Source: an optimization exercise on an open RTL-to-GDS flow (aim: small area and a short achievable clock period). Production flows keep margins and buffers that such runs may drop. At most, simulation tests tie the RTL to the original design; equivalence was not proved. Function not checked in runs 1 to 4: the RTL went through the layout flow alone. No activity file was given, so power comes from the tool's default toggle rates.

==> flow/design.v <==
`timescale 1ns / 1ps
module clock_divider(
    input  logic [2:0] cnt,
    output logic [2:0] cnt_next
    );
    assign cnt_next[2] = cnt[1] & cnt[0];
    assign cnt_next[1] = cnt[1] ^ cnt[0];
    assign cnt_next[0] = ~cnt[0] & ~cnt[2];
endmodule
`timescale 1ns / 1ps
module dd_add3(input logic [3:0] x, output logic [3:0] y);
    logic n, xn, p;
    logic t;
    g_o21ai  u_t (.a1(x[1]), .a2(x[0]), .b1(x[2]), .y(t));
    g_nand2b u_c (.an(x[3]), .b(t), .y(y[3]));
    g_xor2   u_0 (.a(x[0]), .b(y[3]), .y(y[0]));
    g_nor2  u_n (.a(x[1]), .b(x[0]), .y(n));
    g_a22o  u_2 (.a1(x[3]), .a2(x[0]), .b1(x[2]), .b2(n), .y(y[2]));
    g_inv   u_i (.a(x[0]), .y(xn));
    g_nand2 u_p (.a(x[2]), .b(xn), .y(p));
    g_a22o  u_1 (.a1(x[1]), .a2(p), .b1(x[3]), .b2(xn), .y(y[1]));
endmodule
module dd_add3_s(input logic [3:0] x, output logic [3:0] y);
    logic n, xn, p;
    g_a221o u_c (.a1(x[2]), .a2(x[1]), .b1(x[2]), .b2(x[0]), .c1(x[3]), .y(y[3]));
    g_xor2  u_0 (.a(x[0]), .b(y[3]), .y(y[0]));
    g_nor2  u_n (.a(x[1]), .b(x[0]), .y(n));
    g_a22o  u_2 (.a1(x[3]), .a2(x[0]), .b1(x[2]), .b2(n), .y(y[2]));
    g_inv   u_i (.a(x[0]), .y(xn));
    g_nand2 u_p (.a(x[2]), .b(xn), .y(p));
    g_a22o  u_1 (.a1(x[1]), .a2(p), .b1(x[3]), .b2(xn), .y(y[1]));
endmodule
module dd_add3_7(input logic [2:0] x, output logic [3:0] y);
    logic n, xn, p;
    g_o21a  u_c (.a1(x[1]), .a2(x[0]), .b1(x[2]), .y(y[3]));
    g_xor2  u_0 (.a(x[0]), .b(y[3]), .y(y[0]));
    g_nor2  u_n (.a(x[1]), .b(x[0]), .y(n));
    g_and2  u_2 (.a(x[2]), .b(n), .y(y[2]));
    g_inv   u_i (.a(x[0]), .y(xn));
    g_nand2 u_p (.a(x[2]), .b(xn), .y(p));
    g_and2  u_1 (.a(x[1]), .b(p), .y(y[1]));
endmodule
module bin32_to_bcd #(parameter int NBITS = 31, parameter int NDIG = 8, parameter int INJ = 18) (
    input  logic [NBITS-1:0] binary,
    input  logic             inj,        
    input  logic [2:0]       inj_val,    
    output logic [4*NDIG-1:0] bcd
    );
    function automatic [63:0] dmax(input integer k, input integer j);
        reg [63:0] v, p;
        integer i;
        begin
            v = (64'd1 << k) - 64'd1;
            p = 64'd1;
            for (i = 0; i < j; i = i + 1) p = p * 64'd10;
            v = v / p;
            dmax = (v > 64'd9) ? 64'd9 : v;
        end
    endfunction
    logic [4*NDIG-1:0] st [0:NBITS];
    assign st[0] = '0;
    genvar k, j;
    generate
        for (k = 0; k < NBITS; k++) begin : g_stage
            logic [4*NDIG-1:0] cur, corr;
            if (k == INJ) begin : g_inj
                for (j = 0; j < NDIG; j++) begin : g_d
                    if (dmax(k, j) == 0) begin : g_z
                        assign cur[4*j +: 4] = st[k][4*j +: 4];
                    end else if (j == 0) begin : g_0
                        logic [2:0] ta, tb;
                        assign cur[3] = st[k][3] & ~inj;
                        for (genvar b = 0; b < 3; b++) begin : g_b
                            g_nand2 ua (.a(inj), .b(inj_val[b]), .y(ta[b]));
                            g_nand2 ub (.a(~inj), .b(st[k][b]), .y(tb[b]));
                            g_nand2 uc (.a(ta[b]), .b(tb[b]), .y(cur[b]));
                        end
                    end else begin : g_n
                        assign cur[4*j +: 4] = st[k][4*j +: 4] & {4{~inj}};
                    end
                end
            end else begin : g_pass
                assign cur = st[k];
            end
            for (j = 0; j < NDIG; j++) begin : g_dig
                if (dmax(k, j) >= 8 && k < INJ) begin : g_slow
                    dd_add3_s u (.x(cur[4*j +: 4]), .y(corr[4*j +: 4]));
                end else if (dmax(k, j) >= 8) begin : g_full
                    dd_add3 u (.x(cur[4*j +: 4]), .y(corr[4*j +: 4]));
                end else if (dmax(k, j) >= 5) begin : g_7
                    dd_add3_7 u (.x(cur[4*j +: 3]), .y(corr[4*j +: 4]));
                end else begin : g_pass
                    assign corr[4*j +: 4] = cur[4*j +: 4];
                end
            end
            assign st[k+1] = {corr[4*NDIG-2:0], binary[NBITS-1-k]};
        end
    endgenerate
    assign bcd = st[NBITS];
endmodule
`timescale 1ns / 1ps
module g_inv  (input logic a, output logic y);              assign y = ~a; endmodule
module g_nand2(input logic a, b, output logic y);           assign y = ~(a & b); endmodule
module g_nor2 (input logic a, b, output logic y);           assign y = ~(a | b); endmodule
module g_and2 (input logic a, b, output logic y);           assign y = a & b; endmodule
module g_xor2 (input logic a, b, output logic y);           assign y = a ^ b; endmodule
module g_a22o (input logic a1, a2, b1, b2, output logic y); assign y = (a1 & a2) | (b1 & b2); endmodule
module g_a221o(input logic a1, a2, b1, b2, c1, output logic y);
    assign y = (a1 & a2) | (b1 & b2) | c1;
endmodule
module g_o21a (input logic a1, a2, b1, output logic y);     assign y = (a1 | a2) & b1; endmodule
module g_mux2i(input logic a0, a1, s, output logic y);      assign y = ~(s ? a1 : a0); endmodule
module g_o21ai(input logic a1, a2, b1, output logic y);     assign y = ~((a1 | a2) & b1); endmodule
module g_nand2b(input logic an, b, output logic y);         assign y = ~(~an & b); endmodule
module g_nand3(input logic a, b, c, output logic y);        assign y = ~(a & b & c); endmodule
module g_xnor2(input logic a, b, output logic y);           assign y = ~(a ^ b); endmodule
module g_or2  (input logic a, b, output logic y);           assign y = a | b; endmodule
module g_a21o (input logic a1, a2, b1, output logic y);     assign y = (a1 & a2) | b1; endmodule
module g_a21oi(input logic a1, a2, b1, output logic y);     assign y = ~((a1 & a2) | b1); endmodule
module g_o22a (input logic a1, a2, b1, b2, output logic y); assign y = (a1 | a2) & (b1 | b2); endmodule
module g_a31oi(input logic a1, a2, a3, b1, output logic y); assign y = ~((a1 & a2 & a3) | b1); endmodule
module g_o31ai(input logic a1, a2, a3, b1, output logic y); assign y = ~((a1 | a2 | a3) & b1); endmodule
module g_nor4 (input logic a, b, c, d, output logic y);     assign y = ~(a | b | c | d); endmodule
module g_nor3 (input logic a, b, c, output logic y);        assign y = ~(a | b | c); endmodule
module g_nand4(input logic a, b, c, d, output logic y);     assign y = ~(a & b & c & d); endmodule
module g_a222oi(input logic a1, a2, b1, b2, c1, c2, output logic y); assign y = ~((a1 & a2) | (b1 & b2) | (c1 & c2)); endmodule
module g_maj3 (input logic a, b, c, output logic y);        assign y = (a & b) | (a & c) | (b & c); endmodule
module seven_segment(
    input  logic [3:0] sw_in,
    output logic [6:0] out
    );
    logic [3:0] x;
    assign x = sw_in;
    logic a0, a1, b0, b1, c0, d0, d1, e0, f0, g0, g1, x3n;
    g_nor2  u_a0 (.a(x[3]), .b(~x[0]), .y(a0));
    g_a21oi u_a1 (.a1(x[0]), .a2(x[2]), .b1(x[1]), .y(a1));
    g_o22a  u_a  (.a1(x[2]), .a2(a0), .b1(a1), .b2(x[3]), .y(out[0]));
    g_inv   u_b0 (.a(x[3]), .y(x3n));
    g_o21ai u_b1 (.a1(x[0]), .a2(x[1]), .b1(x[2]), .y(b1));
    g_a31oi u_b  (.a1(x[0]), .a2(x[1]), .a3(x3n), .b1(b1), .y(out[1]));
    g_nor2  u_c0 (.a(x[0]), .b(x[2]), .y(c0));
    g_o21a  u_c  (.a1(x[3]), .a2(c0), .b1(x[1]), .y(out[2]));
    g_nand3 u_d0 (.a(x[0]), .b(x[1]), .c(x[2]), .y(d0));
    g_xnor2 u_d1 (.a(x[0]), .b(x[2]), .y(d1));
    g_o31ai u_d  (.a1(x[1]), .a2(x[3]), .a3(d1), .b1(d0), .y(out[3]));
    g_nor2  u_e0 (.a(x[1]), .b(x[3]), .y(e0));
    g_a21o  u_e  (.a1(x[2]), .a2(e0), .b1(x[0]), .y(out[4]));
    g_nor2  u_f0 (.a(x[2]), .b(x[3]), .y(f0));
    g_maj3  u_f  (.a(x[1]), .b(x[0]), .c(f0), .y(out[5]));
    g_or2   u_g1 (.a(x[1]), .b(x[2]), .y(g1));
    g_a21oi u_g  (.a1(d0), .a2(g1), .b1(x[3]), .y(out[6]));
endmodule
`timescale 1ns / 1ps
module cl_fa(input logic a, b, c, output logic s, co);
    assign s  = a ^ b ^ c;
    assign co = (a & b) | (a & c) | (b & c);
endmodule
module cl_ha(input logic a, b, output logic s, co);
    assign s  = a ^ b;
    assign co = a & b;
endmodule
module cl_han(input logic an, bn, output logic sn, con);
    g_xnor2 u_s (.a(an), .b(bn), .y(sn));
    g_or2   u_c (.a(an), .b(bn), .y(con));
endmodule
module cl_mul15(
    input  logic [14:0] x, y,
    output logic [29:0] pn
    );
    logic [14:0] s [0:14];    
    logic [14:0] c [0:14];    
    logic [14:0] pp [0:14];   
    genvar i, j;
    generate
        for (i = 0; i < 15; i++) begin : g_pp
            for (j = 0; j < 15; j++) begin : g_c
                g_nand2 u (.a(x[j]), .b(y[i]), .y(pp[i][j]));
            end
        end
        for (j = 0; j < 15; j++) begin : g_r0
            assign s[0][j] = pp[0][j];
            assign c[0][j] = 1'b1;
        end
        for (i = 1; i < 15; i++) begin : g_row
            for (j = 0; j < 15; j++) begin : g_col
                if (j == 14) begin : g_h
                    assign s[i][j] = pp[i][j];
                    assign c[i][j] = 1'b1;
                end else if (i == 1) begin : g_h1
                    cl_han h (.an(pp[i][j]), .bn(s[i-1][j+1]), .sn(s[i][j]), .con(c[i][j]));
                end else begin : g_f
                    cl_fa f (.a(pp[i][j]), .b(s[i-1][j+1]), .c(c[i-1][j]), .s(s[i][j]), .co(c[i][j]));
                end
            end
        end
        for (i = 0; i < 15; i++) begin : g_lo
            assign pn[i] = s[i][0];
        end
    endgenerate
    logic [13:0] rc;
    generate
        for (j = 0; j < 14; j++) begin : g_fin
            if (j == 0) begin : g_h
                cl_han h (.an(s[14][j+1]), .bn(c[14][j]), .sn(pn[15+j]), .con(rc[j]));
            end else begin : g_f
                cl_fa f (.a(s[14][j+1]), .b(c[14][j]), .c(rc[j-1]), .s(pn[15+j]), .co(rc[j]));
            end
        end
    endgenerate
    assign pn[29] = rc[13];
endmodule
module cl_divrow #(parameter int W = 1, parameter bit P = 0) (
    input  logic [W-1:0] t,
    input  logic [W-1:0] opx,
    input  logic         hzx,
    output logic         q,
    output logic [W-1:0] r
    );
    logic [W:0] cy;
    logic [W-1:0] df;
    genvar j;
    generate
        if (P == 0) begin : g_b0
            g_xnor2 u_s (.a(t[0]), .b(opx[0]), .y(df[0]));
            g_or2   u_c (.a(t[0]), .b(opx[0]), .y(cy[1]));
        end else begin : g_b0
            cl_ha h (.a(t[0]), .b(opx[0]), .s(df[0]), .co(cy[1]));
        end
        for (j = 1; j < W; j++) begin : g_b
            cl_fa f (.a(t[j]), .b(opx[j]), .c(cy[j]), .s(df[j]), .co(cy[j+1]));
        end
        if (P == 0) begin : g_q0
            assign q = cy[W] & hzx;
        end else begin : g_q1
            assign q = ~(cy[W] | hzx);
        end
        for (j = 0; j < W; j++) begin : g_m
            g_mux2i m (.a0(t[j]), .a1(df[j]), .s(q), .y(r[j]));
        end
    endgenerate
endmodule
module cl_divlast #(parameter int W = 16, parameter bit P = 0) (
    input  logic [W-1:0] t,
    input  logic [W-1:0] opx,
    input  logic         cinx,
    output logic         q
    );
    logic [W:0] cy;
    assign cy[0] = cinx;
    genvar j;
    generate
        for (j = 0; j < W; j++) begin : g_b
            assign cy[j+1] = (t[j] & opx[j]) | (t[j] & cy[j]) | (opx[j] & cy[j]);
        end
    endgenerate
    assign q = cy[W] ^ P;
endmodule
module cl_absmag(
    input  logic [15:0] x,
    output logic [15:0] m
    );
    logic [15:0] lo;          
    genvar i;
    generate
        for (i = 0; i < 16; i++) begin : g_lo
            if (i == 0) begin : g_z
                assign lo[i] = 1'b0;
            end else begin : g_n
                assign lo[i] = |x[i-1:0];
            end
        end
    endgenerate
    assign m = x ^ ({16{x[15]}} & lo);
endmodule
module cl_abstop(
    input  logic [15:0] x,
    output logic [2:0]  m        
    );
    logic s;
    assign s = x[15];
    logic [2:0] ng;           
    genvar i;
    generate
        for (i = 0; i < 3; i++) begin : g_ng
            g_nor4 u (.a(x[4*i]), .b(x[4*i+1]), .c(x[4*i+2]), .d(x[4*i+3]), .y(ng[i]));
        end
    endgenerate
    logic n12, n13, n14;      
    g_inv   u_n12 (.a(x[12]), .y(n12));
    g_nor2  u_n13 (.a(x[12]), .b(x[13]), .y(n13));
    g_nor3  u_n14 (.a(x[12]), .b(x[13]), .c(x[14]), .y(n14));
    logic lo13, lo14, lo15;   
    g_nand4 u_l13 (.a(ng[0]), .b(ng[1]), .c(ng[2]), .d(n12), .y(lo13));
    g_nand4 u_l14 (.a(ng[0]), .b(ng[1]), .c(ng[2]), .d(n13), .y(lo14));
    g_nand4 u_l15 (.a(ng[0]), .b(ng[1]), .c(ng[2]), .d(n14), .y(lo15));
    logic sn;
    g_inv   u_sn  (.a(s), .y(sn));
    g_nor2  u_m15 (.a(sn), .b(lo15), .y(m[2]));
    logic t13, t14;
    g_and2  u_t13 (.a(s), .b(lo13), .y(t13));
    g_and2  u_t14 (.a(s), .b(lo14), .y(t14));
    g_xor2  u_m13 (.a(x[13]), .b(t13), .y(m[0]));
    g_xor2  u_m14 (.a(x[14]), .b(t14), .y(m[1]));
endmodule
module calculator(
    input logic CLK100MHZ,
    input logic RST,      
    input logic [15:0] SW,
    input logic BTNU,  
    input logic BTND,  
    input logic BTNL,  
    input logic BTNR,  
    input logic BTNC,  
    output logic [7:0] AN,       
    output logic [7:0] out       
    );
    localparam int CUT = 11;    
    localparam int NLO = 16 - CUT;
    logic [2:0]  cnt5;        
    logic [19:0] refresh;     
    logic [2:0]  hist;        
    logic [1:0]  state;       
    logic [3:0]  op;          
    logic [15:0] a_mag;       
    logic        a_neg;
    logic [30:0] r_mag;       
    logic        r_neg;       
    logic        r_div;       
    assign r_div = ~(r_mag[30] | r_mag[29]);
    localparam logic [1:0] IDLE = 2'd0, OPB = 2'd1, RES = 2'd2;
    genvar gi;
    logic [2:0] cnt5_next;
    clock_divider u_cnt (.cnt(cnt5), .cnt_next(cnt5_next));
    logic tick, any_op, press, a_load, calc;
    assign tick   = cnt5[2] & ~refresh[1] & refresh[0];    
    assign any_op = BTNU | BTND | BTNL | BTNR;
    assign press  = tick & ~hist[2] & hist[1];
    assign a_load = press & (state == IDLE) & any_op;
    assign calc   = press & (state == OPB) & BTNC;
    logic [19:0] refresh_next;
    logic [20:0] rfc;
    assign refresh_next[0] = ~refresh[0];
    assign rfc[1] = refresh[0];
    generate
        for (gi = 1; gi < 20; gi++) begin : g_rf
            cl_ha h (.a(refresh[gi]), .b(rfc[gi]), .s(refresh_next[gi]), .co(rfc[gi+1]));
        end
    endgenerate
    logic s;
    assign s = SW[15];
    logic [15:0] b_mag;
    cl_absmag u_abs (.x(SW), .m(b_mag));
    logic [2:0] b_top;        
    cl_abstop u_abst (.x(SW), .m(b_top));
    logic [29:0] pmn;
    cl_mul15 u_mul (.x(a_mag[14:0]), .y(b_mag[14:0]), .pn(pmn));
    logic [30:0] prodn;
    always_comb begin
        prodn = {1'b1, pmn};
        prodn[30:15] = {1'b1, pmn[29:15]} & ~({16{a_mag[15]}} & b_mag) & ~({16{b_mag[15]}} & a_mag);
    end
    logic [15:0] hzs, hzr;    
    assign hzs[15] = 1'b1;
    assign hzr[15] = 1'b1;
    generate
        for (gi = 14; gi >= 0; gi--) begin : g_hz
            assign hzs[gi] = hzs[gi+1] & ~b_mag[gi+1];
            assign hzr[gi] = hzr[gi+1] & ~a_mag[gi+1];
        end
    endgenerate
    logic [15:0] q_pre;
    logic [15:0] rem_pre [0:CUT];
    assign rem_pre[0] = '0;
    generate
        for (gi = 0; gi < CUT; gi++) begin : g_pre
            localparam bit P = gi % 2;
            logic [gi:0] t, r;
            logic nb;
            assign nb = a_mag[15-gi] ^ P;
            if (gi == 0) begin : g_t0
                assign t = nb;
            end else begin : g_t
                assign t = {rem_pre[gi][gi-1:0], nb};
            end
            cl_divrow #(.W(gi+1), .P(P)) row (.t(t), .opx(b_mag[gi:0] ^ {(gi+1){~P}}), .hzx(hzs[gi] ^ P), .q(q_pre[15-gi]), .r(r));
            assign rem_pre[gi+1] = {{(15-gi){1'b0}}, r};
        end
    endgenerate
    logic [30:0] dstate;
    assign dstate = {{(31 - CUT - CUT - NLO){1'b0}}, q_pre[15:16-CUT], rem_pre[CUT][CUT-1:0], a_mag[NLO-1:0]};
    logic [15:0] quot;
    logic [15:0] rem_post [CUT:16];
    assign rem_post[CUT] = {{(16-CUT){1'b0}}, r_mag[NLO +: CUT]};
    generate
        for (gi = CUT; gi < 16; gi++) begin : g_post
            localparam bit P = gi % 2;
            logic [gi:0] t;
            assign t = {rem_post[gi][gi-1:0], r_mag[15-gi] ^ P};
            if (gi < 15) begin : g_row
                logic [gi:0] r;
                cl_divrow #(.W(gi+1), .P(P)) row (.t(t), .opx(a_mag[gi:0] ^ {(gi+1){~P}}), .hzx(hzr[gi] ^ P), .q(quot[15-gi]), .r(r));
                assign rem_post[gi+1] = {{(15-gi){1'b0}}, r};
            end else begin : g_last
                cl_divlast #(.W(16), .P(P)) row (.t(t), .opx(a_mag ^ {16{~P}}), .cinx(~P), .q(quot[0]));
            end
        end
    endgenerate
    assign quot[15:16-CUT] = r_mag[NLO+CUT +: CUT];
    logic d_nz;               
    assign d_nz = |a_mag;
    logic eff_sub;
    assign eff_sub = a_neg ^ s ^ op[1];
    logic [16:0] gc;          
    assign gc[0] = 1'b1;
    generate
        for (gi = 0; gi < 16; gi++) begin : g_ge
            assign gc[gi+1] = (a_mag[gi] & ~b_mag[gi]) | (a_mag[gi] & gc[gi]) | (~b_mag[gi] & gc[gi]);
        end
    endgenerate
    logic geq, flip;
    assign geq  = gc[16];
    assign flip = eff_sub & ~geq;
    logic [16:0] ac;
    logic [15:0] asum;
    assign ac[0] = eff_sub & geq;
    generate
        for (gi = 0; gi < 16; gi++) begin : g_as
            cl_fa f (.a(a_mag[gi]), .b(b_mag[gi] ^ eff_sub), .c(ac[gi]), .s(asum[gi]), .co(ac[gi+1]));
        end
    endgenerate
    logic [16:0] as_m;
    assign as_m = {ac[16] & ~eff_sub, asum ^ {16{flip}}};
    logic [30:0] res_m;
    logic        res_neg;
    always_comb begin
        res_m = '1;
        res_neg = 1'b0;
        if (op[0] | op[1]) begin
            res_m = ~{14'd0, as_m};
            res_neg = a_neg ^ flip;
        end else if (op[2]) begin
            res_m = prodn;
            res_neg = a_neg ^ s;
        end else if (op[3]) begin
            res_m = dstate;
            res_neg = a_neg ^ s;
        end
    end
    always_ff @(posedge CLK100MHZ) begin
        if (RST) begin
            cnt5    <= '0;
            refresh <= '0;
            state   <= IDLE;
            hist    <= '0;
            op      <= '0;
        end else begin
            cnt5    <= cnt5_next;
            refresh <= refresh_next;
            if (tick) begin
                hist <= {hist[1:0], any_op | BTNC};
                if (press) begin
                    if      (BTNU) op <= 4'b0001;
                    else if (BTND) op <= 4'b0010;
                    else if (BTNL) op <= 4'b0100;
                    else if (BTNR) op <= 4'b1000;
                    case (state)
                        IDLE: if (any_op) state <= OPB;
                        OPB:  if (BTNC)   state <= RES;
                        RES:              state <= IDLE;
                        default: ;
                    endcase
                end
            end
        end
    end
    always_ff @(posedge CLK100MHZ) begin
        if (a_load | calc) a_mag <= b_mag;
        if (a_load) a_neg <= s;
        if (calc) begin
            r_mag <= res_m;
            r_neg <= res_neg;
        end
    end
    logic [2:0] d;
    assign d = refresh[19:17];
    logic is_res;
    assign is_res = (state == RES);
    logic [15:0] rlo;         
    assign rlo = r_div ? (quot & {16{d_nz}}) : ~r_mag[15:0];
    logic [30:0] val;
    assign val[30:16] = ~(r_mag[30:16] | {15{r_div}});
    assign val[15:13] = rlo[15:13];
    assign val[12:0]  = is_res ? rlo[12:0] : b_mag[12:0];
    logic neg;
    assign neg = is_res ? (r_neg & ((|val[30:16]) | (|rlo))) : s;
    logic [31:0] bcd;
    bin32_to_bcd #(.NBITS(31), .NDIG(8), .INJ(18)) u_bcd (.binary(val), .inj(~is_res),
                                                          .inj_val(b_top), .bcd(bcd));
    logic [7:0] dsel;
    always_comb begin
        dsel = '0;
        dsel[d] = 1'b1;
    end
    logic minus;
    assign minus = dsel[7] & neg;
    logic [3:0] nib;
    genvar gb;
    generate
        for (gb = 0; gb < 4; gb++) begin : g_nib
            logic t0, t1, t2;
            g_a222oi u0 (.a1(dsel[0]), .a2(bcd[gb]),      .b1(dsel[1]), .b2(bcd[4+gb]),
                         .c1(dsel[2]), .c2(bcd[8+gb]),    .y(t0));
            g_a222oi u1 (.a1(dsel[3]), .a2(bcd[12+gb]),   .b1(dsel[4]), .b2(bcd[16+gb]),
                         .c1(dsel[5]), .c2(bcd[20+gb]),   .y(t1));
            g_a222oi u2 (.a1(dsel[6]), .a2(bcd[24+gb]),   .b1(dsel[7]), .b2(bcd[28+gb]),
                         .c1(minus),   .c2(minus),         .y(t2));
            g_nand3  u3 (.a(t0), .b(t1), .c(t2), .y(nib[gb]));
        end
    endgenerate
    logic [6:0] seg;
    seven_segment u_seg (.sw_in(nib), .out(seg));
    assign AN  = ~dsel;
    assign out = {1'b1, seg};
endmodule
==> flow/run.sh <==
#!/bin/bash
# synth_recipe.tcl (not shown) runs the flow's synth.tcl, then flattens the netlist and writes it again
# the make line also repeats each setting of config.mk as NAME=value (left out here)
make -C /OpenROAD-flow-scripts/flow DESIGN_CONFIG=/design/flow/config.mk WORK_HOME=/design/flow/orfs CLKGATE_MAP_FILE= SYNTH_SCRIPT=/design/flow/synth_recipe.tcl finish
==> flow/config.mk <==
export PLATFORM = sky130hd
export DESIGN_NAME = calculator
export DESIGN_NICKNAME = calculator
export VERILOG_FILES = /design/flow/design.v
export SDC_FILE = /design/flow/constraint.sdc
export NUM_CORES = 8
export LEC_CHECK = 0
export CAP_MARGIN = 20
export CORE_MARGIN = 2
export CORE_UTILIZATION = 40
export SLEW_MARGIN = 20
export SYNTH_HIERARCHICAL = 1
export SYNTH_MINIMUM_KEEP_SIZE = 0
==> flow/constraint.sdc <==
create_clock -name core_clock -period 160.0 [get_ports {CLK100MHZ}]
set_input_delay 32.0000 -clock core_clock [delete_from_list [all_inputs] [get_ports {CLK100MHZ}]]
set_output_delay 32.0000 -clock core_clock [all_outputs]
set_load 0.01 [all_outputs]
==> key figures, run 1 <==
Clock tree
  – CTS clk-pin slew, worst paths: ~0.060 ns
  – Htree depth: 3
  – Num CTS Buffers: 9
  – Clk buf depth: 2
  – CTS root buf: clkbuf_16
  – Clock sink count: a little over 80
  – # Post-CTS Setup Buffers: 0
  – Clock Latency Late Sink: around 0.35 ns
  – Post_cts resized: 0
  – # hold bufs at CTS: 0
  – CTS tree: done

Setup path
  – CP endpoint kind: primary output
  – Setup crit start kind: input pin
  – Critical-path top delay cell: clkdlybuf4s50_1
  – Req. time, crit path: around 130 ns
  – Critical path class: in2out
  – Max FO, Critical Path: 30
  – Arr. time, crit path: between 40 and 50 ns
  – Most frequent cell on the critical path: xor2_1
  – Max incr delay on CP: between 0.5 and 0.6 ns

Logic synthesis
  – Post-synthesis simple-gate area fraction: between 20% and 30%
  – Synth Area in Adders: 30.5%
  – Post-synth top flop: edfxtp_1
  – Mux cell area share after synthesis: a little under 6%
  – XOR/XNOR Fraction of Synth Area: approximately 7.5%
  – Dominant cell type by area after synthesis: fa_1
  – Compound-Gate Fraction of Synth Area: 20.9%
  – Synth unique cells: 80
  – Largest family of logic cells by synthesized area: adder cells
  – Mapped cell area: around 0.022 sq mm
  – EDFF count, synth: slightly below 50
  – Warnings from Yosys: 18
  – Main area contributors after synthesis: fa_1 (28%), a22o_1 (10%), nand2_1 (7.3%)
  – Register area share after synthesis: a little under a tenth
  – Syn Area/Cell: between 8 and 9 sq um
  – Syn nets: 2958
  – Top-area cell type share of the netlist area: 28.4%
  – Async S/R FF share, synth: 0%
  – Gate Count Post-Synth: between 2k and 3k
  – Seq cells post-synth: about 80

Route
  – Drt pass-1 iters: 5
  – Final WL: 60800 um
  – ANT nets after route: 0
  – Starting DRC count in detailed routing: roughly 1.4k
  – Via count: around 19k
  – Drt drc: 0
  – DR vias/cell: ~5.7
  – Routed len/inst: between 15 and 20 um

Layout
  – Design Area, Final: approximately 0.024 sq mm
  – Share of cells above drive strength 1: around 5.9%
  – # diodes: 0
  – Util after Layout: a little over two fifths
  – Area growth from synthesis to layout: 7.33%
  – Fillers: ~5.4k
  – NumNets Final: around 3.0k
  – Commonest non-fill, non-tap cells in the layout: nand2_1 (431), fa_1 (316), a22o_1 (255), nor2_1 (210), inv_1 (184)
  – Commonest non-fill, non-tap cell in the layout: nand2_1

Floorplanning
  – Core ar.: roughly 0.055 sq mm
  – Die W: 240 um
  – Die Area: between 0.05 and 0.06 sq mm
  – Std-Cell Rows: 86
  – I/O pin cnt: 39
  – Initial core utilization: approximately two fifths
  – Die H: about 240 um

Power and ir drop
  – Pwr Density: 20.9 mW/mm^2
  – Pwr Total: about 500 uW
  – VDD IR max: approximately 0.029 mV
  – LEAKAGE: about 0.0089 uW

Placement
  – Post-DP HPWL: roughly 47000 um
  – GPL Wtd Cong: about 0.95
  – Number of port buffers: 37
  – Area post-placement: approximately 0.024 sq mm

Global route
  – Initial antenna violation count: 0
  – GRT overflow: 0
  – Tot GR Track Use: about a fifth
  – First-pass GRT wire length: 98300 um
  – Vias in the first global route: a little under 20k
  – Largest net degree at the start of global routing: 51

STA
  – RSZ-0062 raised after global routing: false
  – Setup TNS: 0 ns
  – Fmax: between 10 and 15 MHz
  – Final Max Tran Viols: 0
  – Worst slew pin tran: 1.14 ns
  – Setup Viol. Count Final: 0
  – Final Critical Period: roughly 75 ns
  – Final Skew: 0.0106 ns
  – Final Cycle Share: between 40% and 50%
  – Final Hold Vio Count: 0
  – Worst rel slew slack: between 20% and 30%

Outcome
  – Outcome: complete, no violations

Hold path
  – Hold WC Path Type: reg2reg

Run
  – Max Cap Viol: 0
==> modules after synthesis, one instance, submodules excluded, a selection <==
module,copies in the design,flops+latches
g_nor2,139,0
g_nand4,3,0
cl_fa,316,0
g_nand2,367,0
cl_absmag,1,0
g_inv,136,0
g_a21oi,2,0
==> metrics by stage <==
stage | cells | setup WS, ns | hold WS, ns
floorplan | 2584 | 87.64 | 0.417
global placement | 3350 | 85.46 | 0.430
detailed placement | 3350 | 85.10 | 0.440
CTS | 3366 | 85.08 | 0.457
global route | 3366 | 83.86 | 0.492
finish | 3366 | 84.96 | 0.457
==> routing by layer <==
metal / wire, um / track usage [%] / vias up
met4: 2070 / 7.36 / 0
met3: 2840 / 2.64 / 122
met1: 25200 / 25.4 / 9575
li1: - / - / 9105
met2: 30700 / 39.1 / 474
met5: 0 / 0 / -
==> where the power goes <==
part | internal [uW] | switching (uW)
Sequential | 22.1 | 0.0772
Clock | 12.1 | 9.28
Combinational | 211 | 246
Total | 245 | 255
==> synthesized netlist by cell type, types with 32 or more instances <==
library cell and n:
nand2_1 431, fa_1 316, a22o_1 255, nor2_1 211
inv_1 184, xor2_1 135, mux2i_1 129, nand2b_1 97
o21ai_1 91, xnor2_1 56, a21oi_1 55, edfxtp_1 49
nor3_1 45, o21ai_0 42, a221o_1 40, ha_1 35
dfxtp_1 32
==> logic make-up (layout without fill, tap and decap cells) <==
| family | after synthesis | count (layout) |
|---|---|---|
| compound gates | 606 | 606 |
| xor+xnor | 191 | 191 |
| fa+ha+maj | 354 | 354 |
| buf+inv | 255 | 289 |
| flops | 81 | 81 |
| mux | 129 | 129 |
| other cells | 2 | 2 |
| simple gates | 966 | 966 |
==> critical path, delay by kind of cell <==
kind,cells,cell delay [ns]
AND/OR/NAND/NOR,20,4.40
buffers and inverters,3,1.22
AO/OA/AOI/OAI,15,1.72
XOR/XNOR,14,3.70
==> worst paths after layout <==
check | startpoint | end | slack (ns) | cells past startpoint
setup / recovery | SW[0] | out[6] | 84.96 | 52
hold / removal | refresh[0] | refresh[0] | 0.46 | 1
setup reg to reg | a_mag[15] | r_mag[11] | 129.87 | 85
hold reg to reg | refresh[0] | refresh[0] | 0.46 | 1
==> sequential cells by signal, summed over array words and instances (netlist names) <==
register	cells
r_mag	31
refresh	20
a_mag	16
op	4
cnt5	3
hist	3
state	2
a_neg	1
r_neg	1
==> final cells by class <==
type | count | area, sq um | share of cell area (%)
tap | 748 | 936 | 3.92
clock buffer | 11 | 264 | 1.10
inverter | 186 | 698 | 2.92
multi-input combinational | 2248 | 19100 | 79.9
timing repair buffer | 87 | 741 | 3.10
sequential | 81 | 2110 | 8.84
clock inverter | 5 | 43.8 | 0.183
==> run 2, diff against run 1 <==
--- a/flow/config.mk
+++ b/flow/config.mk
@@ -8,6 +8,7 @@
 export CAP_MARGIN = 20
 export CORE_MARGIN = 2
 export CORE_UTILIZATION = 40
+export CTS_BUF_LIST = sky130_fd_sc_hd__clkbuf_4 sky130_fd_sc_hd__clkbuf_8
 export SLEW_MARGIN = 20
 export SYNTH_HIERARCHICAL = 1
 export SYNTH_MINIMUM_KEEP_SIZE = 0
==> run 2 against run 1 <==
  * Area after synthesis is the same
  * Non-clock buffer count is the same
  * Fmax is essentially flat
  * Still clean on timing, DRC and antenna
  * Critical path type unchanged
  * Critical path depth is the same
  * Highest routed layer is now met5
  * Cell count is the same
  * Routed wire length shrank 0.12%
  * Synthesized cell count is the same
  * Via count shrank 0.22%
==> key figures, run 2 <==
Outcome
  – Outcome: complete, no violations

Clock tree
  – Htree depth: 3 (unchanged)
  – # Post-CTS Setup Buffers: 0 (unchanged)
  – CTS root buf: clkbuf_8
  – # hold bufs at CTS: 0 (unchanged)
  – Post_cts resized: 0 (unchanged)
  – CTS clk-pin slew, worst paths: 0.09 ns (+0.03 ns)
  – Num CTS Buffers: 9 (unchanged)
  – Clk buf depth: 2 (unchanged)
  – Clock Latency Late Sink: 0.37 ns (+0.02 ns)
  – Clock sink count: 81 (unchanged)
  – CTS tree: done

Route
  – Starting DRC count in detailed routing: 1297 (-4.7%)
  – Drt pass-1 iters: 8 (+3)
  – Via count: 19.2k (-0.22%)
  – Routed len/inst: 18.0 um (-0.12%)
  – ANT nets after route: 0 (unchanged)
  – Final WL: 60700 um (-0.12%)
  – Drt drc: 0 (unchanged)
  – DR vias/cell: 5.71 (-0.22%)

Logic synthesis
  – Mapped cell area: 0.0223 sq mm (unchanged)
  – Syn Area/Cell: 8.62 sq um (unchanged)
  – Seq cells post-synth: 81 (unchanged)
  – Async S/R FF share, synth: 0% (unchanged)
  – XOR/XNOR Fraction of Synth Area: 7.51% (unchanged)
  – Synth Area in Adders: 30.5% (unchanged)
  – Register area share after synthesis: 9.49% (unchanged)
  – Synth unique cells: 80 (unchanged)
  – Post-synth top flop: edfxtp_1
  – Post-synthesis simple-gate area fraction: 20.5% (unchanged)
  – Syn nets: 2958 (unchanged)
  – Dominant cell type by area after synthesis: fa_1
  – EDFF count, synth: 49 (unchanged)
  – Main area contributors after synthesis: fa_1 (28%), a22o_1 (10%), nand2_1 (7.3%)
  – Compound-Gate Fraction of Synth Area: 20.9% (unchanged)
  – Most frequent cell after synthesis: nand2_1
  – Warnings from Yosys: 18 (unchanged)
  – Largest family of logic cells by synthesized area: adder cells
  – Commonest cells post-synth: nand2_1 (431), fa_1 (316), a22o_1 (255)
  – Gate Count Post-Synth: 2584 (unchanged)
  – Mux cell area share after synthesis: 5.80% (unchanged)
  – Top-area cell type share of the netlist area: 28.4% (unchanged)

Setup path
  – Most frequent cell on the critical path: xor2_1
  – Worst reg2reg path startpoint: a_mag[15]
  – Arr. time, crit path: 43.04 ns (about the same)
  – FF-to-FF End: r_mag[11]
  – Critical path class: in2out
  – Critical path's top delay family: simple AND/OR/NAND/NOR gates
  – Instance count on the critical path: 52 (unchanged)
  – Max FO, Critical Path: 30 (unchanged)
  – CP endpoint kind: primary output
  – Setup crit start kind: input pin
  – Req. time, crit path: 128.00 ns (about the same)
  – Flop-to-flop setup slack: 129.88 ns (about the same)
  – Worst Setup SP: SW[0]
  – Max incr delay on CP: 0.55 ns (about the same)
  – R2R depth: 85 (unchanged)
  – Critical Path End: out[6]
  – Critical-path top delay cell: clkdlybuf4s50_1
  – CP bufs+invs: 3 (unchanged)

Layout
  – Share of cells above drive strength 1: 5.88% (unchanged)
  – Commonest non-fill, non-tap cells in the layout: nand2_1 (431), fa_1 (316), a22o_1 (255), nor2_1 (210), inv_1 (184)
  – Largest registers: r_mag x31, refresh x20, a_mag x16
  – Commonest non-fill, non-tap cell in the layout: nand2_1
  – Max reg flops: 31 (unchanged)
  – Fillers: 5443 (+0.20%)
  – NumNets Final: 2987 (unchanged)
  – Register with the most flip-flops: r_mag
  – # diodes: 0 (unchanged)
  – FF+latch area: 0.00211 sq mm (unchanged)
  – Area growth from synthesis to layout: 6.90%
  – Area of the multi-input gates: 0.0191 sq mm (unchanged)

Placement
  – GPL Wtd Cong: 0.945 (unchanged)
  – Setup WS pre-CTS: 85.10 ns (unchanged)
  – Post-DP HPWL: 46800 um (unchanged)
  – Number of port buffers: 37 (unchanged)

Global route
  – Tot GR Track Use: 21.2% (about the same)
  – First-pass GRT wire length: 98400 um (+0.12%)
  – Met1 Use GR: 25.5% (+0.073 points)
  – Gr busiest metal: met2
  – Largest net degree at the start of global routing: 51 (unchanged)
  – Grt met2 use: 39.2% (+0.19 points)
  – Vias in the first global route: 19.3k (+0.010%)
  – GRT overflow: 0 (unchanged)
  – Initial antenna violation count: 1 (+1)
  – M3 GR Usage: 2.68% (+0.034 points)

STA
  – Setup Viol. Count Final: 0 (unchanged)
  – Final Cycle Share: 46.9% (about the same)
  – Final Critical Period: 75.04 ns (+0.00200 ns)
  – Final Hold Vio Count: 0 (unchanged)
  – Final Skew: 0.0100 ns (-0.000565 ns)
  – Worst rel slew slack: 26.1% (+2.2 points)
  – Worst Slack Setup Final: 84.96 ns (-0.00200 ns)
  – Setup TNS: 0 ns (unchanged)
  – Worst slew pin tran: 1.11 ns (-0.0323 ns)
  – RSZ-0062 raised after global routing: false
  – Final Max Tran Viols: 0 (unchanged)
  – Fmax: 13.3 MHz (about the same)

Floorplanning
  – I/O pin cnt: 39 (unchanged)
  – Die W: 240 um (unchanged)
  – Die Area: 0.0576 sq mm (unchanged)
  – Core ar.: 0.0551 sq mm (unchanged)
  – Initial core utilization: 40.4% (unchanged)
  – Die H: 240 um (unchanged)
  – Std-Cell Rows: 86 (unchanged)

Run
  – Max Cap Viol: 0 (unchanged)

Power and ir drop
  – LEAKAGE: 0.00881 uW (-0.50%)
  – VDD IR max: 0.0290 mV (+0.28%)
  – Pwr Density: 20.8 mW/mm^2 (-0.83%)

Hold path
  – Worst hold start: refresh[0]
  – Hold Crit Depth: 1 (unchanged)
  – Hold WC Path Type: reg2reg
## run 2: per-layer routing
metal | wire length (um) | share of wire, %
met1 | 25200 | 41
met2 | 30800 | 51
met3 | 2770 | 4.6
met4 | 1960 | 3.2
met5 | 11 | 0.018
## run 2: worst min path at each step
stage / slack, ns / endpoint
3_5_place_dp: 0.44 / refresh[0]
4_1_cts: 0.46 / refresh[0]
3_3_place_gp: 0.43 / refresh[0]
2_1_floorplan: 0.42 / refresh[0]
6_report: 0.46 / refresh[0]
5_1_grt: 0.50 / refresh[0]
## run 2: per-module statistics from Yosys, one instance, submodules excluded, a selection
module	area (sq um)	flops+latches
g_nor3	10.0	0
g_nand3	5.00	0
g_xnor2	8.76	0
cl_fa	20.0	0
g_a21oi	8.76	0
g_nand4	6.26	0
g_a221o	10.0	0
seven_segment	3.75	0
g_maj3	11.3	0
g_inv	3.75	0
g_o21a	7.51	0
g_a222oi	10.0	0
## run 2: logic make-up (layout without fill, tap and decap cells)
| family | after synthesis | in the layout |
|---|---|---|
| AO/OA/AOI/OAI | 606 | 606 |
| AND/OR/NAND/NOR | 966 | 966 |
| flip-flops | 81 | 81 |
| buffers and inverters | 255 | 289 |
| XOR/XNOR | 191 | 191 |
| multiplexers | 129 | 129 |
| other | 2 | 2 |
| adder cells (fa/ha/maj) | 354 | 354 |
## run 2: per-stage QoR
step / hold WS, ns / utilization (%) / power [uW] / area [sq um] / instances
after floorplan: 0.417 / - / 404 / 22300 / 2584
after global placement: 0.430 / 42.8 / 463 / 23600 / 3350
after detailed placement: 0.440 / 42.8 / 480 / 23600 / 3350
after CTS: 0.463 / 43.2 / 497 / 23800 / 3366
after global routing: 0.499 / 43.2 / 564 / 23800 / 3366
final: 0.464 / 43.2 / 494 / 23800 / 3366
## run 2: layout make-up
| cell class | count | share of cell area [%] |
|---|---|---|
| inverters | 186 | 2.93 |
| clock inverters | 6 | 0.310 |
| clock buffers | 10 | 0.578 |
| well taps | 748 | 3.93 |
| flip-flops and latches | 81 | 8.87 |
| multi-input cells | 2248 | 80.3 |
| repair buffers | 87 | 3.11 |
## run 2: report_power, final
| part | leakage, uW | internal, uW | switching (uW) |
|---|---|---|---|
| logic | 0.00798 | 211 | 245 |
| registers | 0.000719 | 22.1 | 0.0760 |
| clock network | 0.000109 | 7.87 | 8.50 |
| total | 0.00881 | 241 | 253 |
==> run 3, diff against run 2 <==
--- a/flow/config.mk
+++ b/flow/config.mk
@@ -8,7 +8,7 @@
 export CAP_MARGIN = 20
 export CORE_MARGIN = 2
 export CORE_UTILIZATION = 40
-export CTS_BUF_LIST = sky130_fd_sc_hd__clkbuf_4 sky130_fd_sc_hd__clkbuf_8
+export CTS_BUF_LIST = sky130_fd_sc_hd__clkbuf_8
 export SLEW_MARGIN = 20
 export SYNTH_HIERARCHICAL = 1
 export SYNTH_MINIMUM_KEEP_SIZE = 0
==> run 3 against run 2 <==
  * Cell count stayed put
  * Largest power group unchanged
  * Non-clock buffer count stayed put
  * Die area stayed put
  * Critical path depth stayed put
  * Worst hold slack stayed put
  * Clock skew stayed put
  * Combinational power hardly changed
  * Power stayed put
  * Clock power hardly changed
  * Still clean on timing, DRC and antenna
  * Utilization stayed put
  * Routed wire length stayed put
==> key figures, run 3 <==
Outcome
  – Outcome: complete, no violations

Logic synthesis
  – Seq cells post-synth: 81 (unchanged)
  – Most frequent cell after synthesis: nand2_1
  – Syn nets: 2958 (unchanged)
  – Async S/R FF share, synth: 0% (unchanged)
  – Top-area cell type share of the netlist area: 28.4% (unchanged)
  – Syn Area/Cell: 8.62 sq um (unchanged)
  – Gate Count Post-Synth: 2584 (unchanged)
  – Commonest cells post-synth: nand2_1 (431), fa_1 (316), a22o_1 (255)
  – Synth unique cells: 80 (unchanged)
  – Dominant cell type by area after synthesis: fa_1
  – Warnings from Yosys: 18 (unchanged)
  – Mapped cell area: 0.0223 sq mm (unchanged)
  – Register area share after synthesis: 9.49% (unchanged)
  – EDFF count, synth: 49 (unchanged)
  – Post-synth top flop: edfxtp_1
  – Main area contributors after synthesis: fa_1 (28%), a22o_1 (10%), nand2_1 (7.3%)

STA
  – Final Cycle Share: 46.9% (unchanged)
  – RSZ-0062 raised after global routing: false
  – Setup TNS: 0 ns (unchanged)
  – Final Skew: 0.0100 ns (unchanged)
  – Setup Viol. Count Final: 0 (unchanged)
  – Worst rel slew slack: 26.1% (unchanged)
  – Hold WS: 0.464 ns (unchanged)
  – Final Max Tran Viols: 0 (unchanged)
  – Fmax: 13.3 MHz (unchanged)
  – Final Critical Period: 75.04 ns (unchanged)
  – Worst slew pin tran: 1.11 ns (unchanged)
  – Final Hold Vio Count: 0 (unchanged)

Route
  – WL met2: 30800 um (unchanged)
  – DR vias/cell: 5.71 (unchanged)
  – Drt drc: 0 (unchanged)
  – Uppermost layer routed: met5
  – Via count: 19.2k (unchanged)
  – Routed len/inst: 18.0 um (unchanged)
  – Final WL: 60700 um (unchanged)
  – Met1 wire length: 25200 um (unchanged)
  – Met3 Wirelength: 2770 um (unchanged)
  – Starting DRC count in detailed routing: 1297 (unchanged)
  – Drt pass-1 iters: 8 (unchanged)
  – ANT nets after route: 0 (unchanged)

Setup path
  – Max incr delay on CP: 0.55 ns (about the same)
  – Arr. time, crit path: 43.04 ns (about the same)
  – Setup crit start kind: input pin
  – Req. time, crit path: 128.00 ns (about the same)
  – R2R depth: 85 (unchanged)
  – Worst Setup SP: SW[0]
  – Max FO, Critical Path: 30 (unchanged)
  – FF-to-FF End: r_mag[11]
  – Flop-to-flop setup slack: 129.88 ns (about the same)
  – Most frequent cell on the critical path: xor2_1
  – Critical path class: in2out
  – CP endpoint kind: primary output
  – Critical-path top delay cell: clkdlybuf4s50_1
  – Worst reg2reg path startpoint: a_mag[15]
  – Critical Path End: out[6]

Global route
  – Largest net degree at the start of global routing: 51 (unchanged)
  – Tot GR Track Use: 21.2% (unchanged)
  – Vias in the first global route: 19.3k (unchanged)
  – GRT overflow: 0 (unchanged)
  – Initial antenna violation count: 1 (unchanged)
  – First-pass GRT wire length: 98400 um (unchanged)

Clock tree
  – Clock Latency Late Sink: 0.37 ns (about the same)
  – Clk buf depth: 2 (unchanged)
  – Htree depth: 3 (unchanged)
  – # Post-CTS Setup Buffers: 0 (unchanged)
  – Post_cts resized: 0 (unchanged)
  – CTS root buf: clkbuf_8
  – # hold bufs at CTS: 0 (unchanged)
  – Num CTS Buffers: 9 (unchanged)
  – CTS tree: done
  – CTS clk-pin slew, worst paths: 0.09 ns (about the same)
  – Clock sink count: 81 (unchanged)

Power and ir drop
  – Clock power frac: 3.3% (about the same)
  – Pwr Density: 20.8 mW/mm^2 (unchanged)
  – VDD IR max: 0.0290 mV (unchanged)
  – Sequential power share: 4.5% (about the same)
  – Psw: 253 uW (unchanged)
  – LEAKAGE: 0.00881 uW (unchanged)
  – Int Power: 241 uW (unchanged)
  – Sw Share: 51.3% (unchanged)
  – Comb pwr share: 92.2% (about the same)
  – Pwr Total: 494 uW (unchanged)

Floorplanning
  – Die Area: 0.0576 sq mm (unchanged)
  – Die W: 240 um (unchanged)
  – Die H: 240 um (unchanged)
  – I/O pin cnt: 39 (unchanged)
  – Core ar.: 0.0551 sq mm (unchanged)
  – Initial core utilization: 40.4% (unchanged)
  – Std-Cell Rows: 86 (unchanged)

Layout
  – Register with the most flip-flops: r_mag
  – Commonest non-fill, non-tap cells in the layout: nand2_1 (431), fa_1 (316), a22o_1 (255), nor2_1 (210), inv_1 (184)
  – Design Area, Final: 0.0238 sq mm (unchanged)
  – # diodes: 0 (unchanged)
  – Share of cells above drive strength 1: 5.88% (unchanged)
  – Largest registers: r_mag x31, refresh x20, a_mag x16
  – Area growth from synthesis to layout: 6.90% (unchanged)
  – Commonest non-fill, non-tap cell in the layout: nand2_1
  – Non-filler cells, final: 3366 (unchanged)
  – Max reg flops: 31 (unchanged)
  – NumNets Final: 2987 (unchanged)

Placement
  – GPL Wtd Cong: 0.945 (unchanged)
  – Area post-placement: 0.0236 sq mm (unchanged)
  – Number of port buffers: 37 (unchanged)
  – Post-DP HPWL: 46800 um (unchanged)
  – Placed cell count: 3350 (unchanged)

Hold path
  – Hold WC Path Type: reg2reg
  – Worst hold start: refresh[0]

Run
  – Max Cap Viol: 0 (unchanged)
==> run 3: power groups by stage <==
| stage | combinational, uW | sequential (uW) | clock [uW] |
|---|---|---|---|
| floorplan | 382 | 22.6 | 0 |
| global placement | 441 | 22.7 | 0 |
| detailed placement | 457 | 22.7 | 0 |
| CTS | 458 | 22.2 | 16.9 |
| global route | 525 | 22.2 | 17.6 |
| finish | 456 | 22.2 | 16.4 |
==> run 3: Yosys stat by module (local to each module, per instance), a selection <==
module	cell area, sq um	cells inside	times used
g_xnor2	8.76	1	24
g_a22o	8.76	1	254
g_inv	3.75	1	136
g_a221o	10.0	1	39
calculator	5490	649	1
g_nor3	10.0	1	1
seven_segment	3.75	1	1
g_and2	6.26	1	14
g_xor2	8.76	1	135
g_o22a	8.76	1	1
clock_divider	16.3	2	1
==> run 3: worst max-delay path, delay by kind of cell <==
kind	cells	cell delay, ns
AOI/OAI and AO/OA	15	1.71
xor gates and xnor gates	14	3.71
and+or+nand+nor	20	4.41
buffers and inverters	3	1.22
==> run 3: per-stage QoR <==
step	setup slack, ns	utilization, %
2_1_floorplan	87.64	-
5_1_grt	83.86	43.2
4_1_cts	85.08	43.2
3_3_place_gp	85.46	42.8
3_5_place_dp	85.10	42.8
6_report	84.96	43.2
==> run 3: worst min path at each step <==
stage | endpoint | slack, ns | depth (start not counted)
after floorplan | refresh[0] | 0.42 | 1
after global placement | refresh[0] | 0.43 | 1
after detailed placement | refresh[0] | 0.44 | 1
after CTS | refresh[0] | 0.46 | 1
after global routing | refresh[0] | 0.50 | 1
final | refresh[0] | 0.46 | 1
==> run 3: cell families (layout without fill, tap and decap cells) <==
logic type	after synthesis	count (layout)	share of synthesized area, %
other	2	2	0.0337
AO/OA/AOI/OAI	606	606	20.9
buffers and inverters	255	289	5.22
XOR/XNOR	191	191	7.51
AND/OR/NAND/NOR	966	966	20.5
flip-flops	81	81	9.49
multiplexers	129	129	5.80
adder cells (fa/ha/maj)	354	354	30.5
==> run 3: cell type report <==
| class | instances | area [sq um] |
|---|---|---|
| fill | 5443 | 31300 |
| multi-input combinational | 2248 | 19100 |
| sequential | 81 | 2110 |
| tap | 748 | 936 |
| timing repair buffer | 87 | 741 |
| inverter | 186 | 698 |
| clock buffer | 10 | 138 |
| clock inverter | 6 | 73.8 |
==> run 3: routing by layer <==
layer | track usage [%] | up-vias
met5 | 0 | -
met4 | 6.76 | 2
met3 | 2.68 | 134
met2 | 39.2 | 457
met1 | 25.5 | 9540
li1 | - | 9101
==> run 4, diff against run 3 <==
--- a/flow/design.v
+++ b/flow/design.v
@@ -360,8 +360,12 @@
         prodn[30:15] = {1'b1, pmn[29:15]} & ~({16{a_mag[15]}} & b_mag) & ~({16{b_mag[15]}} & a_mag);
     end
     logic [15:0] hzs, hzr;    
-    assign hzs[15] = 1'b1;
-    assign hzr[15] = 1'b1;
+    logic b_nz;               
+    assign b_nz = |SW;
+    logic d_nz;               
+    assign d_nz = |a_mag;
+    assign hzs[15] = b_nz;
+    assign hzr[15] = d_nz;
     generate
         for (gi = 14; gi >= 0; gi--) begin : g_hz
             assign hzs[gi] = hzs[gi+1] & ~b_mag[gi+1];
@@ -401,13 +405,13 @@
                 cl_divrow #(.W(gi+1), .P(P)) row (.t(t), .opx(a_mag[gi:0] ^ {(gi+1){~P}}), .hzx(hzr[gi] ^ P), .q(quot[15-gi]), .r(r));
                 assign rem_post[gi+1] = {{(15-gi){1'b0}}, r};
             end else begin : g_last
-                cl_divlast #(.W(16), .P(P)) row (.t(t), .opx(a_mag ^ {16{~P}}), .cinx(~P), .q(quot[0]));
+                logic ql;
+                cl_divlast #(.W(16), .P(P)) row (.t(t), .opx(a_mag ^ {16{~P}}), .cinx(~P), .q(ql));
+                assign quot[0] = ql & d_nz;
             end
         end
     endgenerate
     assign quot[15:16-CUT] = r_mag[NLO+CUT +: CUT];
-    logic d_nz;               
-    assign d_nz = |a_mag;
     logic eff_sub;
     assign eff_sub = a_neg ^ s ^ op[1];
     logic [16:0] gc;          
@@ -486,7 +490,7 @@
     logic is_res;
     assign is_res = (state == RES);
     logic [15:0] rlo;         
-    assign rlo = r_div ? (quot & {16{d_nz}}) : ~r_mag[15:0];
+    assign rlo = r_div ? quot : ~r_mag[15:0];
     logic [30:0] val;
     assign val[30:16] = ~(r_mag[30:16] | {15{r_div}});
     assign val[15:13] = rlo[15:13];
--- a/flow/config.mk
+++ b/flow/config.mk
@@ -7,8 +7,9 @@
 export LEC_CHECK = 0
 export CAP_MARGIN = 20
 export CORE_MARGIN = 2
-export CORE_UTILIZATION = 40
+export CORE_UTILIZATION = 65
 export CTS_BUF_LIST = sky130_fd_sc_hd__clkbuf_8
+export PLACE_DENSITY = 0.75
 export SLEW_MARGIN = 20
 export SYNTH_HIERARCHICAL = 1
 export SYNTH_MINIMUM_KEEP_SIZE = 0
==> run 4 against run 3 <==
  * Still clean on timing, DRC and antenna
  * Power down 3.4%
  * Worst setup slack better by 0.37 ns
  * Clock power up 6%
  * Count of clock-buffer cells in the layout down 1
  * Sequential power about the same
  * Combinational power down 4%
  * Cell count down 12%
  * Register-to-register slack better by 0.12 ns
  * Critical path depth down 1
  * First-iteration DRC count up 15%
  * Critical endpoint unchanged
  * Highest routed layer is now met4
==> key figures, run 4 <==
Outcome
  – Outcome: complete, no violations

Floorplanning
  – Die H: 187 um (-22%)
  – Core ar.: 0.0333 sq mm (-40%)
  – Std-Cell Rows: 67 (-22%)
  – I/O pin cnt: 39 (unchanged)
  – Initial core utilization: 65.5% (+25 points)
  – Die W: 187 um (-22%)
  – Die Area: 0.0350 sq mm (-39%)

Route
  – ANT nets after route: 0 (unchanged)
  – Drt drc: 0 (unchanged)
  – Via count: 18.7k (-2.6%)
  – Drt pass-1 iters: 6 (-2)
  – DR vias/cell: 6.29 (+10%)
  – Final WL: 55100 um (-9.3%)
  – Starting DRC count in detailed routing: 1487 (+15%)
  – Routed len/inst: 18.5 um (+2.6%)

Layout
  – Register with the most flip-flops: r_mag
  – Area growth from synthesis to layout: 5.61%
  – Largest registers: r_mag x31, refresh x20, a_mag x16
  – Commonest non-fill, non-tap cell in the layout: nand2_1
  – Commonest non-fill, non-tap cells in the layout: nand2_1 (425), fa_1 (316), a22o_1 (255), nor2_1 (197), inv_1 (183)
  – Area of the multi-input gates: 0.0187 sq mm (-2.0%)
  – Design Area, Final: 0.0230 sq mm (-3.3%)
  – Share of cells above drive strength 1: 4.95% (-0.93 points)
  – FF+latch area: 0.00211 sq mm (unchanged)
  – Max reg flops: 31 (unchanged)
  – NumNets Final: 2895 (-3.1%)
  – Fillers: 2754 (-49%)

Power and ir drop
  – Pwr Density: 20.8 mW/mm^2 (about the same)
  – VDD IR max: 0.0490 mV (+69%)
  – LEAKAGE: 0.00865 uW (-1.8%)

Clock tree
  – Htree depth: 3 (unchanged)
  – Clock Latency Late Sink: 0.41 ns (+0.04 ns)
  – CTS root buf: clkbuf_8
  – Post_cts resized: 0 (unchanged)
  – Clock sink count: 81 (unchanged)
  – Num CTS Buffers: 9 (unchanged)
  – # hold bufs at CTS: 0 (unchanged)
  – # Post-CTS Setup Buffers: 0 (unchanged)
  – Clk buf depth: 2 (unchanged)
  – CTS tree: done
  – CTS clk-pin slew, worst paths: 0.10 ns (about the same)

Placement
  – Setup WS pre-CTS: 85.31 ns (+0.208 ns)
  – Number of port buffers: 37 (unchanged)
  – Post-DP HPWL: 42800 um (-8.4%)
  – Area post-placement: 0.0228 sq mm (-3.4%)
  – GPL Wtd Cong: 0.929 (-1.7%)

Global route
  – Largest net degree at the start of global routing: 34 (-33%)
  – Vias in the first global route: 18.2k (-5.7%)
  – Initial antenna violation count: 2 (+1)
  – Tot GR Track Use: 31.8% (+11 points)
  – GRT overflow: 0 (unchanged)
  – First-pass GRT wire length: 90400 um (-8.1%)

Logic synthesis
  – Register area share after synthesis: 9.70% (+0.21 points)
  – Async S/R FF share, synth: 0% (unchanged)
  – Seq cells post-synth: 81 (unchanged)
  – Warnings from Yosys: 18 (unchanged)
  – Synth unique cells: 77 (-3.8%)
  – Dominant cell type by area after synthesis: fa_1
  – Top-area cell type share of the netlist area: 29.0% (+0.63 points)
  – Syn Area/Cell: 8.76 sq um (+1.6%)
  – Gate Count Post-Synth: 2488 (-3.7%)
  – Most frequent cell after synthesis: nand2_1
  – Commonest cells post-synth: nand2_1 (425), fa_1 (316), a22o_1 (255)
  – Post-synth top flop: edfxtp_1
  – Main area contributors after synthesis: fa_1 (29%), a22o_1 (10%), nand2_1 (7.3%)
  – Syn nets: 2862 (-3.2%)
  – Mapped cell area: 0.0218 sq mm (-2.2%)
  – EDFF count, synth: 49 (unchanged)

STA
  – Setup TNS: 0 ns (unchanged)
  – Worst Slack Setup Final: 85.33 ns (+0.374 ns)
  – Final Critical Period: 74.67 ns (-0.374 ns)
  – Worst rel slew slack: 29.2% (+3.1 points)
  – Final Skew: 0.0144 ns (+0.00440 ns)
  – Final Cycle Share: 46.7% (-0.23 points)
  – Hold WS: 0.480 ns (+0.0160 ns)
  – Setup Viol. Count Final: 0 (unchanged)
  – Final Max Tran Viols: 0 (unchanged)
  – RSZ-0062 raised after global routing: false
  – Fmax: 13.4 MHz (+0.50%)
  – Worst slew pin tran: 1.06 ns (-0.0538 ns)
  – Final Hold Vio Count: 0 (unchanged)

Setup path
  – Setup crit start kind: input pin
  – Max incr delay on CP: 0.57 ns (+0.02 ns)
  – Max FO, Critical Path: 9 (-70%)
  – Req. time, crit path: 128.00 ns (about the same)
  – CP endpoint kind: primary output
  – Critical-path top delay cell: clkdlybuf4s50_1
  – Critical path class: in2out
  – Most frequent cell on the critical path: xor2_1
  – Arr. time, crit path: 42.67 ns (-0.37 ns)

Hold path
  – Hold WC Path Type: reg2reg

Run
  – Max Cap Viol: 0 (unchanged)
-- run 4: per-stage QoR --
step,util [%],std cells,total power [uW]
finish,69.1,2976,477
global route,69.1,2974,542
CTS,69.1,2974,482
detailed placement,68.5,2958,464
global placement,68.5,2958,450
floorplan,-,2488,403
-- run 4: path summary, 6_finish.rpt --
check / from / end / slack (ns) / depth (start not counted)
worst max-delay path: SW[8] / out[6] / 85.33 / 51
worst min-delay path: refresh[0] / refresh[0] / 0.48 / 1
worst max register to register: a_mag[15] / r_mag[8] / 130.00 / 84
worst min register to register: refresh[0] / refresh[0] / 0.48 / 1
-- run 4: cell type report --
cell class	count	share of cell area [%]
diodes	2	0.0218
clock buffers	9	0.538
flip-flops and latches	81	9.18
well taps	448	2.44
repair buffers	81	3.05
clock inverters	7	0.354
multi-input cells	2162	81.4
inverters	186	3.03
-- run 4: critical path: cells and delay by family --
family / cells / cell delay, ns
XOR/XNOR: 14 / 3.32
AO/OA/AOI/OAI: 15 / 1.64
buffers and inverters: 2 / 1.12
AND/OR/NAND/NOR: 20 / 4.59
-- run 4: kinds of logic (layout without fill, tap and decap cells) --
family	after synthesis	in the layout	share of synthesized area, %
compound gates	581	581	21.0
xor+xnor	190	190	7.70
fa+ha+maj	353	353	31.1
buf+inv	245	283	4.80
flops	81	81	9.70
mux	131	131	6.03
other cells	2	4	0.0345
simple gates	905	905	19.6
-- run 4: report_power, final --
part	switching (uW)	internal, uW
logic	232	206
registers	0.0824	22.1
clock network	9.87	7.51
-- run 4: per-layer routing --
| metal | vias up | global-route usage (%) | part of all wire, % |
|---|---|---|---|
| li1 | 8816 | - | - |
| met1 | 9130 | 42.3 | 42 |
| met2 | 646 | 51.7 | 46 |
| met3 | 136 | 7.02 | 8.4 |
| met4 | 0 | 10.6 | 3.3 |
| met5 | - | 0 | 0 |
-- run 4: Yosys stat by module, one instance, submodules excluded, excerpt --
module / cell area [sq um] / flip-flops and latches / cells
g_nand3: 5.00 / 0 / 1
g_and2: 6.26 / 0 / 1
g_a21oi: 8.76 / 0 / 1
g_xnor2: 8.76 / 0 / 1
g_nand4: 6.26 / 0 / 1
g_a221o: 10.0 / 0 / 1
g_a222oi: 10.0 / 0 / 1
cl_ha: 12.5 / 0 / 1
g_o31ai: 12.5 / 0 / 1
g_a21o: 7.51 / 0 / 1
clock_divider: 16.3 / 0 / 2
g_nand2: 3.75 / 0 / 1
cl_fa: 20.0 / 0 / 1
g_o22a: 8.76 / 0 / 1
g_a22o: 8.76 / 0 / 1
g_nand2b: 6.26 / 0 / 1
==> run 5, diff against run 4 <==
--- a/flow/design.v
+++ b/flow/design.v
@@ -64,20 +64,9 @@
         for (k = 0; k < NBITS; k++) begin : g_stage
             logic [4*NDIG-1:0] cur, corr;
             if (k == INJ) begin : g_inj
-                for (j = 0; j < NDIG; j++) begin : g_d
-                    if (dmax(k, j) == 0) begin : g_z
-                        assign cur[4*j +: 4] = st[k][4*j +: 4];
-                    end else if (j == 0) begin : g_0
-                        logic [2:0] ta, tb;
-                        assign cur[3] = st[k][3] & ~inj;
-                        for (genvar b = 0; b < 3; b++) begin : g_b
-                            g_nand2 ua (.a(inj), .b(inj_val[b]), .y(ta[b]));
-                            g_nand2 ub (.a(~inj), .b(st[k][b]), .y(tb[b]));
-                            g_nand2 uc (.a(ta[b]), .b(tb[b]), .y(cur[b]));
-                        end
-                    end else begin : g_n
-                        assign cur[4*j +: 4] = st[k][4*j +: 4] & {4{~inj}};
-                    end
+                assign cur[4*NDIG-1:3] = st[k][4*NDIG-1:3];
+                for (j = 0; j < 3; j++) begin : g_b
+                    g_a21o u (.a1(inj), .a2(inj_val[j]), .b1(st[k][j]), .y(cur[j]));
                 end
             end else begin : g_pass
                 assign cur = st[k];
@@ -492,11 +481,11 @@
     logic [15:0] rlo;         
     assign rlo = r_div ? quot : ~r_mag[15:0];
     logic [30:0] val;
-    assign val[30:16] = ~(r_mag[30:16] | {15{r_div}});
-    assign val[15:13] = rlo[15:13];
+    assign val[30:16] = ~(r_mag[30:16] | {15{r_div}} | {15{~is_res}});
+    assign val[15:13] = rlo[15:13] & {3{is_res}};
     assign val[12:0]  = is_res ? rlo[12:0] : b_mag[12:0];
     logic neg;
-    assign neg = is_res ? (r_neg & ((|val[30:16]) | (|rlo))) : s;
+    assign neg = is_res ? (r_neg & (|val)) : s;
     logic [31:0] bcd;
     bin32_to_bcd #(.NBITS(31), .NDIG(8), .INJ(18)) u_bcd (.binary(val), .inj(~is_res),
                                                           .inj_val(b_top), .bcd(bcd));
--- a/flow/config.mk
+++ b/flow/config.mk
@@ -7,9 +7,9 @@
 export LEC_CHECK = 0
 export CAP_MARGIN = 20
 export CORE_MARGIN = 2
-export CORE_UTILIZATION = 65
+export CORE_UTILIZATION = 80
 export CTS_BUF_LIST = sky130_fd_sc_hd__clkbuf_8
-export PLACE_DENSITY = 0.75
+export PLACE_DENSITY = 0.88
 export SLEW_MARGIN = 20
 export SYNTH_HIERARCHICAL = 1
 export SYNTH_MINIMUM_KEEP_SIZE = 0
==> run 5 against run 4 <==
  * Clock power rose by 9%
  * Area after synthesis fell by 2.2%
  * Die area fell by 20%
==> key figures, run 5 <==
Route
  – DR vias/cell: 6.96 (+11%)
  – Drt drc: 0 (unchanged)
  – Via count: 19.5k (+4.3%)
  – Final WL: 58800 um (+6.9%)

Placement
  – Post-DP HPWL: 44400 um (+3.7%)
  – GPL Wtd Cong: 0.977 (+5.2%)

STA
  – RSZ-0062 raised after global routing: false
  – Worst slew pin tran: 1.20 ns (+0.143 ns)
  – Final Skew: 0.0173 ns (+0.00289 ns)

Clock tree
  – Htree depth: 3 (unchanged)
  – # Post-CTS Setup Buffers: 0 (unchanged)
  – CTS clk-pin slew, worst paths: 0.09 ns (about the same)
  – Clock sink count: 81 (unchanged)
  – CTS tree: done

Floorplanning
  – Die H: 167 um (-11%)
  – Initial core utilization: 81.5% (+16 points)
  – Std-Cell Rows: 59 (-12%)

Logic synthesis
  – Post-synth top flop: edfxtp_1
  – Seq cells post-synth: 81 (unchanged)
  – Most frequent cell after synthesis: nand2_1

Run
  – Max Cap Viol: 0 (unchanged)

Layout
  – Fillers: 1437 (-48%)
  – Max reg flops: 31 (unchanged)
  – # diodes: 0 (-2)
  – Util after Layout: 86.1% (+17 points)
  – Non-filler cells, final: 2809 (-5.6%)

Setup path
  – Max FO, Critical Path: 32 (+23)
  – CP endpoint kind: primary output
  – Critical-path top delay cell: clkdlybuf4s50_1
  – Req. time, crit path: 128.00 ns (about the same)

Global route
  – Vias in the first global route: 19.6k (+7.4%)
  – Largest net degree at the start of global routing: 34 (unchanged)

Power and ir drop
  – LEAKAGE: 0.00851 uW (-1.6%)

Outcome
  – Outcome: complete, no violations
run 5: cell types whose count changed after synthesis, sizes merged, moves of 10 or more:
cell	previous run	this run
a31oi	16	4
o221ai	0	12
nand2	426	409
nor2b	45	28
o22a	12	2
or4	19	7
o31ai	21	4
xnor2	54	71
buf	37	27
run 5: layout make-up:
| class | count | area share [%] |
|---|---|---|
| multi-input cells | 2107 | 81.5 |
| flip-flops and latches | 81 | 9.39 |
| inverters | 189 | 3.15 |
| repair buffers | 81 | 3.09 |
| well taps | 335 | 1.86 |
| clock buffers | 9 | 0.551 |
| clock inverters | 7 | 0.473 |
run 5: worst max-delay path by stage:
stage	startpoint	end	slack, ns
finish	SW[0]	out[6]	84.84
global route	SW[0]	out[5]	83.78
CTS	SW[0]	out[6]	85.03
detailed placement	SW[0]	out[6]	85.02
global placement	SW[0]	out[6]	85.71
floorplan	SW[15]	out[6]	87.38
run 5: routing by layer:
layer | track usage [%] | vias to the layer above | part of all wire, %
met5 | 0 | - | 0
met4 | 21.7 | 0 | 6.1
met3 | 12.1 | 382 | 11
met2 | 69.2 | 1241 | 46
met1 | 52.6 | 9345 | 36
li1 | - | 8572 | -
run 5: report_power, final:
part	switching, uW	internal, uW	total, uW
clock	9.88	9.11	19.0
sequential	0.0927	22.1	22.2
combinational	251	214	466
total	261	246	507
run 5: worst max-delay path, delay by kind of cell:
family	cells	cell delay [ns]
and+or+nand+nor	16	3.85
xor gates and xnor gates	13	3.11
AOI/OAI and AO/OA	15	2.09
buffers and inverters	5	1.69
muxes	1	0.41
run 5: modules after synthesis (local to each module, per instance), a selection:
| module | cells inside | flip-flops and latches | times used | cell area (sq um) |
|---|---|---|---|---|
| clock_divider | 2 | 0 | 1 | 16.3 |
| cl_mul15 | 16 | 0 | 1 | 120 |
| g_nand4 | 1 | 0 | 3 | 6.26 |
| g_inv | 1 | 0 | 136 | 3.75 |
| g_o31ai | 1 | 0 | 1 | 12.5 |
| g_maj3 | 1 | 0 | 1 | 11.3 |
| g_a21o | 1 | 0 | 4 | 7.51 |
| g_o22a | 1 | 0 | 1 | 8.76 |
| g_a21oi | 1 | 0 | 2 | 8.76 |
| g_nor3 | 1 | 0 | 1 | 10.0 |
run 5: cells by family (layout without fill, tap and decap cells):
| group | Yosys count | in the layout | share of synthesized area (%) |
|---|---|---|---|
| other cells | 2 | 2 | 0.0352 |
| flops | 81 | 81 | 9.91 |
| mux | 132 | 132 | 6.20 |
| compound gates | 559 | 559 | 20.6 |
| buf+inv | 237 | 286 | 4.57 |
| fa+ha+maj | 352 | 352 | 31.8 |
| xor+xnor | 207 | 207 | 8.51 |
| simple gates | 855 | 855 | 18.4 |
run 5: metrics by stage:
step,hold WS [ns],total power (uW),setup WS (ns)
after global routing,0.482,563,83.78
after global placement,0.425,445,85.71
after detailed placement,0.439,478,85.02
after floorplan,0.417,406,87.38
final,0.474,507,84.84
after CTS,0.468,501,85.03

-- what the ideal ports hide --
The flow's constraints put no driver on any port. The routed layouts listed below were extracted and timed again, unchanged, in two steps.
Step 1 assumes that a clkbuf_16 drives the clock port and a buf_2 every other input.
Step 2 times the ports against the registers' clock, not the clock port: input delays grow and output delays shrink by t, the midpoint of the rising clock arrivals with the driver on.
Slacks: ideal ports / drivers / drivers and shift; pairs: ideal ports / drivers.
run	t (ns)	setup WS [ns]
run 1	0.389	84.962 / 84.941 / 84.941
run 2	0.402	84.960 / 84.939 / 84.939
run 3	0.402	84.960 / 84.939 / 84.939
run 4	0.454	85.334 / 85.307 / 85.307
run 5	0.442	84.841 / 84.819 / 84.819
After both steps every run listed still meets setup and hold.
